Source: an optimization exercise on an open RTL-to-GDS flow (aim: small area and a short achievable clock period). Production flows keep margins and buffers that such runs may drop. At most, simulation tests tie the RTL to the original design; equivalence was not proved.

==> 01-13 <==
==> flow/design.v <==
module ALU_TOP #(parameter inWidth = 8,
                 parameter outWidth = 16)
(
    input wire [inWidth-1 : 0] A,B,
    input wire [3:0] ALU_FUN,
    input CLK, RST,
    output reg Arith_Enable,Logic_Enable,CMP_Enable,Shift_Enable,
    output wire [outWidth-1:0] Arith_OUT,
    output reg Carry_OUT,Arith_Flag,
    output wire [outWidth-1:0] Logic_OUT,
    output reg Logic_Flag,
    output wire [4-1:0] CMP_OUT,
    output reg CMP_Flag,
    output wire [outWidth-1:0] SHIFT_OUT,
    output reg SHIFT_Flag
);
    wire [1:0] op = ALU_FUN[1:0];
    wire       sub = ~Arith_Enable | op[0];
    wire [7:0] bx  = B ^ {8{sub}};
    wire [8:0] ac;
    wire [8:0] s;
    assign ac[0] = sub;
    genvar i, j;
    generate
        for (i = 0; i < 8; i = i + 1) begin : addsub
            assign s[i]    = A[i] ^ bx[i] ^ ac[i];
            assign ac[i+1] = (A[i] & bx[i]) | (A[i] & ac[i]) | (bx[i] & ac[i]);
        end
    endgenerate
    assign s[8] = ac[8];
    wire borrow = ~s[8];
    wire [15:0] nprod;
    wire [7:0] ms [0:7];    
    wire [7:0] mc [0:7];    
    generate
        for (j = 0; j < 8; j = j + 1) begin : mrow0
            assign ms[0][j] = ~(A[j] & B[0]);
            assign mc[0][j] = 1'b1;
        end
        for (i = 1; i < 8; i = i + 1) begin : mrow
            for (j = 0; j < 8; j = j + 1) begin : mcell
                wire a = ~(A[j] & B[i]);
                wire b = (j == 7) ? 1'b1 : ms[i-1][(j == 7) ? 0 : j+1];
                wire c = mc[i-1][j];
                assign ms[i][j] = a ^ b ^ c;
                assign mc[i][j] = (a & b) | (a & c) | (b & c);
            end
        end
        for (i = 0; i < 8; i = i + 1) begin : mlow
            assign nprod[i] = ms[i][0];
        end
        wire [8:0] fc;
        assign fc[0] = 1'b1;
        for (j = 0; j < 8; j = j + 1) begin : mfinal
            wire x = (j == 7) ? 1'b1 : ms[7][(j == 7) ? 0 : j+1];
            wire y = mc[7][j];
            assign nprod[8+j] = x ^ y ^ fc[j];
            assign fc[j+1]    = (x & y) | (x & fc[j]) | (y & fc[j]);
        end
    endgenerate
    wire [15:0] prod = ~nprod;
    wire [7:0] quo;
    wire [7:0] rem [0:8];
    assign rem[8] = A;
    generate
        for (i = 7; i >= 0; i = i - 1) begin : div
            wire [8-i:0] d = {1'b0, rem[i+1][7:i]} - {1'b0, B[7-i:0]};
            wire bhz;
            if (i == 0) begin : top0
                assign bhz = 1'b1;
            end else begin : topn
                assign bhz = ~|B[7:8-i];
            end
            assign quo[i] = bhz & ~d[8-i];
            if (i == 0) begin : r0
                assign rem[i] = quo[i] ? d[7:0] : rem[i+1];
            end else begin : rn
                assign rem[i] = quo[i] ? {d[7-i:0], rem[i+1][i-1:0]} : rem[i+1];
            end
        end
    endgenerate
    wire bz = ~|B;
    reg [8:0] arith_lo;    
    reg [6:0] arith_hi;    
    always @* begin
        case (op)
            2'b00: begin arith_lo = s;               arith_hi = 7'd0;         end
            2'b01: begin arith_lo = {borrow, s[7:0]}; arith_hi = {7{borrow}}; end
            2'b10: begin arith_lo = prod[8:0];       arith_hi = prod[15:9];   end
            default: begin arith_lo = {bz, quo};     arith_hi = {7{bz}};      end
        endcase
    end
    reg [15:0] arith_q;
    always @(posedge CLK or negedge RST) begin
        if (!RST) begin
            arith_q   <= 16'd0;
            Carry_OUT <= 1'b0;
        end else if (Arith_Enable) begin
            arith_q   <= {arith_hi, arith_lo};
            Carry_OUT <= (op == 2'b00) & s[8];
        end
    end
    assign Arith_OUT = arith_q;
    reg [7:0] logic_lo;
    reg       logic_hi;
    wire [7:0] lres = (op[0] ? (A | B) : (A & B)) ^ {8{op[1]}};
    always @(posedge CLK or negedge RST) begin
        if (!RST) begin
            logic_lo <= 8'd0;
            logic_hi <= 1'b0;
        end else if (Logic_Enable) begin
            logic_lo <= lres;
            logic_hi <= op[1];
        end
    end
    assign Logic_OUT = {{8{logic_hi}}, logic_lo};
    reg [1:0] cmp_q;
    wire ge = s[8];
    wire eq = ~|s[7:0];
    wire gt = ge & ~eq;
    wire lt = ~ge;
    always @(posedge CLK or negedge RST) begin
        if (!RST)
            cmp_q <= 2'd0;
        else if (CMP_Enable) begin
            cmp_q[0] <= (op == 2'b01) ? eq : (op == 2'b11) ? lt : 1'b0;
            cmp_q[1] <= (op == 2'b10) ? gt : (op == 2'b11) ? lt : 1'b0;
        end
    end
    assign CMP_OUT = {2'b00, cmp_q};
    reg  [8:0] shift_q;
    wire [7:0] sx = op[1] ? B : A;
    always @(posedge CLK or negedge RST) begin
        if (!RST)
            shift_q <= 9'd0;
        else if (Shift_Enable)
            shift_q <= op[0] ? {sx, 1'b0} : {2'b00, sx[7:1]};
    end
    assign SHIFT_OUT = {7'd0, shift_q};
    always @(posedge CLK or negedge RST) begin
        if (!RST) begin
            Arith_Enable <= 1'b0;
            Logic_Enable <= 1'b0;
            CMP_Enable   <= 1'b0;
            Shift_Enable <= 1'b0;
            Arith_Flag   <= 1'b0;
            Logic_Flag   <= 1'b0;
            CMP_Flag     <= 1'b0;
            SHIFT_Flag   <= 1'b0;
        end else begin
            Arith_Enable <= (ALU_FUN[3:2] == 2'b00);
            Logic_Enable <= (ALU_FUN[3:2] == 2'b01);
            CMP_Enable   <= (ALU_FUN[3:2] == 2'b10);
            Shift_Enable <= (ALU_FUN[3:2] == 2'b11);
            Arith_Flag   <= Arith_Enable;
            Logic_Flag   <= Logic_Enable;
            CMP_Flag     <= CMP_Enable;
            SHIFT_Flag   <= Shift_Enable;
        end
    end
endmodule
==> flow/run.sh <==
#!/bin/bash
# synth_recipe.tcl (not shown) runs the flow's synth.tcl, then flattens the netlist and writes it again
# the make line also repeats each setting of config.mk as NAME=value (left out here)
make -C /OpenROAD-flow-scripts/flow DESIGN_CONFIG=/design/flow/config.mk WORK_HOME=/design/flow/orfs CLKGATE_MAP_FILE= SYNTH_SCRIPT=/design/flow/synth_recipe.tcl finish
==> flow/config.mk <==
export PLATFORM = sky130hd
export DESIGN_NAME = ALU_TOP
export DESIGN_NICKNAME = ALU_TOP
export VERILOG_FILES = /design/flow/design.v
export SDC_FILE = /design/flow/constraint.sdc
export NUM_CORES = 4
export LEC_CHECK = 0
export ABC_AREA = 1
export CAP_MARGIN = 20
export CORE_AREA = 10 10 170 170
export DIE_AREA = 0 0 180 180
export SLEW_MARGIN = 20
==> flow/constraint.sdc <==
create_clock -name core_clock -period 32.0 [get_ports {CLK}]
set_input_delay 6.4000 -clock core_clock [delete_from_list [all_inputs] [get_ports {CLK}]]
set_output_delay 6.4000 -clock core_clock [all_outputs]
set_load 0.01 [all_outputs]
==> 11-08 (differences from 01-13) <==
==> flow/design.v, changed modules only <==
module FA (
    input  wire a, b, c,
    output wire s, co
);
    assign s  = a ^ b ^ c;
    assign co = (a & b) | (a & c) | (b & c);
endmodule
module ADDSUB8 (
    input  wire [7:0] A, B,
    input  wire       sub,
    output wire [8:0] s
);
    wire [7:0] bx = B ^ {8{sub}};
    wire [8:0] c;
    assign c[0] = sub;
    genvar i;
    generate
        for (i = 0; i < 8; i = i + 1) begin : g
            FA fa (.a(A[i]), .b(bx[i]), .c(c[i]), .s(s[i]), .co(c[i+1]));
        end
    endgenerate
    assign s[8] = c[8];
endmodule
module MUL8 (
    input  wire [7:0]  A, B,
    output wire [15:0] P
);
    wire [15:0] np;
    wire [7:0] ms [0:7];    
    wire [7:0] mc [0:7];    
    genvar i, j;
    generate
        for (j = 0; j < 8; j = j + 1) begin : r0
            assign ms[0][j] = ~(A[j] & B[0]);
            assign mc[0][j] = 1'b1;
        end
        for (i = 1; i < 8; i = i + 1) begin : r
            for (j = 0; j < 8; j = j + 1) begin : c
                wire a = ~(A[j] & B[i]);
                if (j == 7) begin : ed
                    assign ms[i][j] = ~(a ^ mc[i-1][j]);
                    assign mc[i][j] = a | mc[i-1][j];
                end else if (i == 1) begin : top
                    assign ms[i][j] = ~(a ^ ms[i-1][j+1]);
                    assign mc[i][j] = a | ms[i-1][j+1];
                end else begin : full
                    FA fa (.a(a), .b(ms[i-1][j+1]), .c(mc[i-1][j]), .s(ms[i][j]), .co(mc[i][j]));
                end
            end
        end
        for (i = 0; i < 8; i = i + 1) begin : lo
            assign np[i] = ms[i][0];
        end
        wire [8:0] fc;
        assign fc[0] = 1'b1;
        for (j = 0; j < 8; j = j + 1) begin : f
            if (j == 7) begin : last
                assign np[15] = ~(mc[7][j] ^ fc[j]);
            end else begin : mid
                FA fa (.a(ms[7][j+1]), .b(mc[7][j]), .c(fc[j]), .s(np[8+j]), .co(fc[j+1]));
            end
        end
    endgenerate
    assign P = ~np;
endmodule
module DIV8 (
    input  wire [7:0] A, B,
    output wire [7:0] Q
);
    wire [9:0] b1 = {2'b00, B};
    wire [9:0] b2 = {1'b0, B, 1'b0};
    wire [9:0] b3 = b1 + b2;
    wire [7:0] rem [0:4];
    assign rem[4] = A;
    genvar m;
    generate
        for (m = 3; m >= 0; m = m - 1) begin : s
            localparam W = 8 - 2*m;            
            wire [W-1:0] x = rem[m+1][7:2*m];
            wire [W:0] d1 = {1'b0, x} - {1'b0, b1[W-1:0]};
            wire [W:0] d2 = {1'b0, x} - {1'b0, b2[W-1:0]};
            wire [W:0] d3 = {1'b0, x} - {1'b0, b3[W-1:0]};
            wire c1, c2, c3;
            if (W < 10) begin : hz
                assign c1 = ~|b1[9:W] & ~d1[W];
                assign c2 = ~|b2[9:W] & ~d2[W];
                assign c3 = ~|b3[9:W] & ~d3[W];
            end
            assign Q[2*m+1] = c2;
            assign Q[2*m]   = c3 | (c1 & ~c2);
            if (m != 0) begin : r
                wire [W-1:0] nx = c3 ? d3[W-1:0] : c2 ? d2[W-1:0] : c1 ? d1[W-1:0] : x;
                assign rem[m] = {nx, rem[m+1][2*m-1:0]};
            end
        end
    endgenerate
endmodule
module ALU_TOP #(parameter inWidth = 8,
                 parameter outWidth = 16)
(
    input wire [inWidth-1 : 0] A,B,
    input wire [3:0] ALU_FUN,
    input CLK, RST,
    output reg Arith_Enable,Logic_Enable,CMP_Enable,Shift_Enable,
    output wire [outWidth-1:0] Arith_OUT,
    output reg Carry_OUT,Arith_Flag,
    output wire [outWidth-1:0] Logic_OUT,
    output reg Logic_Flag,
    output wire [4-1:0] CMP_OUT,
    output reg CMP_Flag,
    output wire [outWidth-1:0] SHIFT_OUT,
    output reg SHIFT_Flag
);
    wire [1:0] op = ALU_FUN[1:0];
    wire       sub = ~Arith_Enable | op[0];
    wire [8:0] s;
    ADDSUB8 u_addsub (.A(A), .B(B), .sub(sub), .s(s));
    wire borrow = ~s[8];
    wire [15:0] prod;
    MUL8 u_mul (.A(A), .B(B), .P(prod));
    wire [7:0] quo;
    DIV8 u_div (.A(A), .B(B), .Q(quo));
    wire bz = ~|B;
    reg [8:0] arith_lo;    
    reg [6:0] arith_hi;    
    always @* begin
        case (op)
            2'b00: begin arith_lo = s;               arith_hi = 7'd0;         end
            2'b01: begin arith_lo = {borrow, s[7:0]}; arith_hi = {7{borrow}}; end
            2'b10: begin arith_lo = prod[8:0];       arith_hi = prod[15:9];   end
            default: begin arith_lo = {bz, quo};     arith_hi = {7{bz}};      end
        endcase
    end
    reg [15:0] arith_q;
    always @(posedge CLK or negedge RST) begin
        if (!RST) begin
            arith_q   <= 16'd0;
            Carry_OUT <= 1'b0;
        end else if (Arith_Enable) begin
            arith_q   <= {arith_hi, arith_lo};
            Carry_OUT <= (op == 2'b00) & s[8];
        end
    end
    assign Arith_OUT = arith_q;
    reg [7:0] logic_lo;
    reg       logic_hi;
    wire [7:0] lres = (op[0] ? (A | B) : (A & B)) ^ {8{op[1]}};
    always @(posedge CLK or negedge RST) begin
        if (!RST) begin
            logic_lo <= 8'd0;
            logic_hi <= 1'b0;
        end else if (Logic_Enable) begin
            logic_lo <= lres;
            logic_hi <= op[1];
        end
    end
    assign Logic_OUT = {{8{logic_hi}}, logic_lo};
    reg [1:0] cmp_q;
    wire ge = s[8];
    wire eq = ~|s[7:0];
    wire gt = ge & ~eq;
    wire lt = ~ge;
    always @(posedge CLK or negedge RST) begin
        if (!RST)
            cmp_q <= 2'd0;
        else if (CMP_Enable) begin
            cmp_q[0] <= (op == 2'b01) ? eq : (op == 2'b11) ? lt : 1'b0;
            cmp_q[1] <= (op == 2'b10) ? gt : (op == 2'b11) ? lt : 1'b0;
        end
    end
    assign CMP_OUT = {2'b00, cmp_q};
    reg  [8:0] shift_q;
    wire [7:0] sx = op[1] ? B : A;
    always @(posedge CLK or negedge RST) begin
        if (!RST)
            shift_q <= 9'd0;
        else if (Shift_Enable)
            shift_q <= op[0] ? {sx, 1'b0} : {2'b00, sx[7:1]};
    end
    assign SHIFT_OUT = {7'd0, shift_q};
    always @(posedge CLK or negedge RST) begin
        if (!RST) begin
            Arith_Enable <= 1'b0;
            Logic_Enable <= 1'b0;
            CMP_Enable   <= 1'b0;
            Shift_Enable <= 1'b0;
            Arith_Flag   <= 1'b0;
            Logic_Flag   <= 1'b0;
            CMP_Flag     <= 1'b0;
            SHIFT_Flag   <= 1'b0;
        end else begin
            Arith_Enable <= (ALU_FUN[3:2] == 2'b00);
            Logic_Enable <= (ALU_FUN[3:2] == 2'b01);
            CMP_Enable   <= (ALU_FUN[3:2] == 2'b10);
            Shift_Enable <= (ALU_FUN[3:2] == 2'b11);
            Arith_Flag   <= Arith_Enable;
            Logic_Flag   <= Logic_Enable;
            CMP_Flag     <= CMP_Enable;
            SHIFT_Flag   <= Shift_Enable;
        end
    end
endmodule
==> flow/flow/run.sh (new file) <==
#!/bin/bash
# The standard layout (standard.sh, unchanged synthesis), with the port
# buffers made of the smallest buffer cell instead of a delay cell.
set -euo pipefail
bash standard.sh "BUFFER_PORTS_ARGS=-buffer_cell sky130_fd_sc_hd__buf_1" finish > flow_make.log 2>&1
==> flow/standard.sh (new file) <==
#!/bin/bash
# synth_recipe.tcl (not shown) runs the flow's synth.tcl, then flattens the netlist and writes it again
# the make line also repeats each setting of config.mk as NAME=value (left out here)
make -C /OpenROAD-flow-scripts/flow DESIGN_CONFIG=/design/flow/config.mk WORK_HOME=/design/flow/orfs CLKGATE_MAP_FILE= SYNTH_SCRIPT=/design/flow/synth_recipe.tcl "${@:-finish}"
--- a/flow/config.mk
+++ b/flow/config.mk
@@ -9,4 +9,5 @@
 export CAP_MARGIN = 20
 export CORE_AREA = 10 10 170 170
+export CTS_BUF_LIST = sky130_fd_sc_hd__clkbuf_2 sky130_fd_sc_hd__clkbuf_4 sky130_fd_sc_hd__clkbuf_8
 export DIE_AREA = 0 0 180 180
 export SLEW_MARGIN = 20
removed: flow/run.sh
==> 05-20 (differences from 01-13) <==
==> flow/flow/run.sh (new file) <==
#!/bin/bash
# The standard layout, with the port buffers made of the smallest buffer
# cell, and timing repair asked for extra setup margin
set -euo pipefail
bash standard.sh "BUFFER_PORTS_ARGS=-buffer_cell sky130_fd_sc_hd__buf_1" SETUP_SLACK_MARGIN=17.5 finish > flow_make.log 2>&1
==> flow/standard.sh (new file) <==
#!/bin/bash
# synth_recipe.tcl (not shown) runs the flow's synth.tcl, then flattens the netlist and writes it again
# the make line also repeats each setting of config.mk as NAME=value (left out here)
make -C /OpenROAD-flow-scripts/flow DESIGN_CONFIG=/design/flow/config.mk WORK_HOME=/design/flow/orfs CLKGATE_MAP_FILE= SYNTH_SCRIPT=/design/flow/synth_recipe.tcl "${@:-finish}"
--- a/flow/config.mk
+++ b/flow/config.mk
@@ -9,4 +9,5 @@
 export CAP_MARGIN = 20
 export CORE_AREA = 10 10 170 170
+export CTS_BUF_LIST = sky130_fd_sc_hd__clkbuf_2 sky130_fd_sc_hd__clkbuf_4 sky130_fd_sc_hd__clkbuf_8
 export DIE_AREA = 0 0 180 180
 export SLEW_MARGIN = 20
removed: flow/run.sh
==> results.sh <==
export IMPL_cpPeakStageDelay_ns=0.35
export IMPL_sw_frac_of_total_pct=44.4
export IMPL_min_period_ns=14.18
export IMPL_fin_area_mm2=0.00727
export IMPL_p_clk_mw=0.0480
export IMPL_synthTopCellsByCount="nand2_1 (173), inv_1 (130), fa_1 (61)"
export IMPL_p_switching_mw=0.125
export IMPL_status="no timing/DRC/antenna violations"
export IMPL_slew_headroom_pct=35.3
export IMPL_seq_area_share_pct=15.5
export IMPL_drt_total_wl_mm=17.8
export IMPL_start_util_pct=22.9
export IMPL_whs_ns=0.482
export IMPL_grt_total_usage_pct=10.1
export IMPL_design_power_total_mw=0.281
Source of the figures above: 05-20

==> results.sh <==
export IMPL_status="no timing/DRC/antenna violations"
export IMPL_p_clk_mw=0.0380
export IMPL_start_util_pct=26.1
export IMPL_cpPeakStageDelay_ns=0.65
export IMPL_slew_headroom_pct=40.4
export IMPL_diodes=2
export IMPL_p_switching_mw=0.130
export IMPL_seq_area_share_pct=15.5
export IMPL_design_power_total_mw=0.275
export IMPL_sw_frac_of_total_pct=47.2
export IMPL_min_period_ns=13.20
export IMPL_grt_total_usage_pct=11.5
export IMPL_whs_ns=0.463
export IMPL_synthTopCellsByCount="nand2_1 (200), inv_1 (162), ha_1 (88)"
Source of the figures above: 11-08

==> results.sh <==
export IMPL_seq_area_share_pct=16.2
export IMPL_min_period_ns=15.55
export IMPL_grt_total_usage_pct=10.1
export IMPL_slew_headroom_pct=37.4
export IMPL_fin_area_mm2=0.00694
export IMPL_cpPeakStageDelay_ns=0.76
export IMPL_p_clk_mw=0.0563
export IMPL_drt_total_wl_mm=16.7
export IMPL_p_switching_mw=0.119
export IMPL_power_internal_mw=0.169
export IMPL_status="no timing/DRC/antenna violations"
export IMPL_met3_usage_pct=0.964
export IMPL_start_util_pct=22.9
export IMPL_sw_frac_of_total_pct=41.4
export IMPL_synthTopCellsByCount="nand2_1 (173), inv_1 (130), fa_1 (61)"
Source of the figures above: 01-13

No functional check of the RTL was part of 01-13 and 05-20.

[port drivers added, routing unchanged]
The flow's constraints put no driver on any port. The routed layouts listed below were extracted and timed again, unchanged, in two steps. Step 1 (the two cells are an assumption about what drives the block):
set clk [get_ports {CLK}]
set_driving_cell -lib_cell sky130_fd_sc_hd__clkbuf_16 $clk
set_driving_cell -lib_cell sky130_fd_sc_hd__buf_2 [delete_from_list [all_inputs] $clk]
Step 2, shift: input delay + t, output delay - t, t = (earliest + latest rising clock arrival at the registers) / 2. This alone moves slack from input paths to output paths. Slacks: ideal / step 1 / step 2; pairs: ideal / step 1.
run	t (ns)	setup slack, ns	worst setup path after step 2	worst data-port slew with drivers (ns)
01-13	0.329	16.452 / 16.462 / 16.133	input to register	0.06
11-08	0.343	18.798 / 18.780 / 18.437	input to register	0.08
05-20	0.347	17.818 / 17.825 / 17.478	input to register	0.06
After both steps every run listed still meets setup and hold. For 11-08, which loses most, drivers alone change the setup slack by -0.018 ns; drivers and shift together by -0.361 ns.
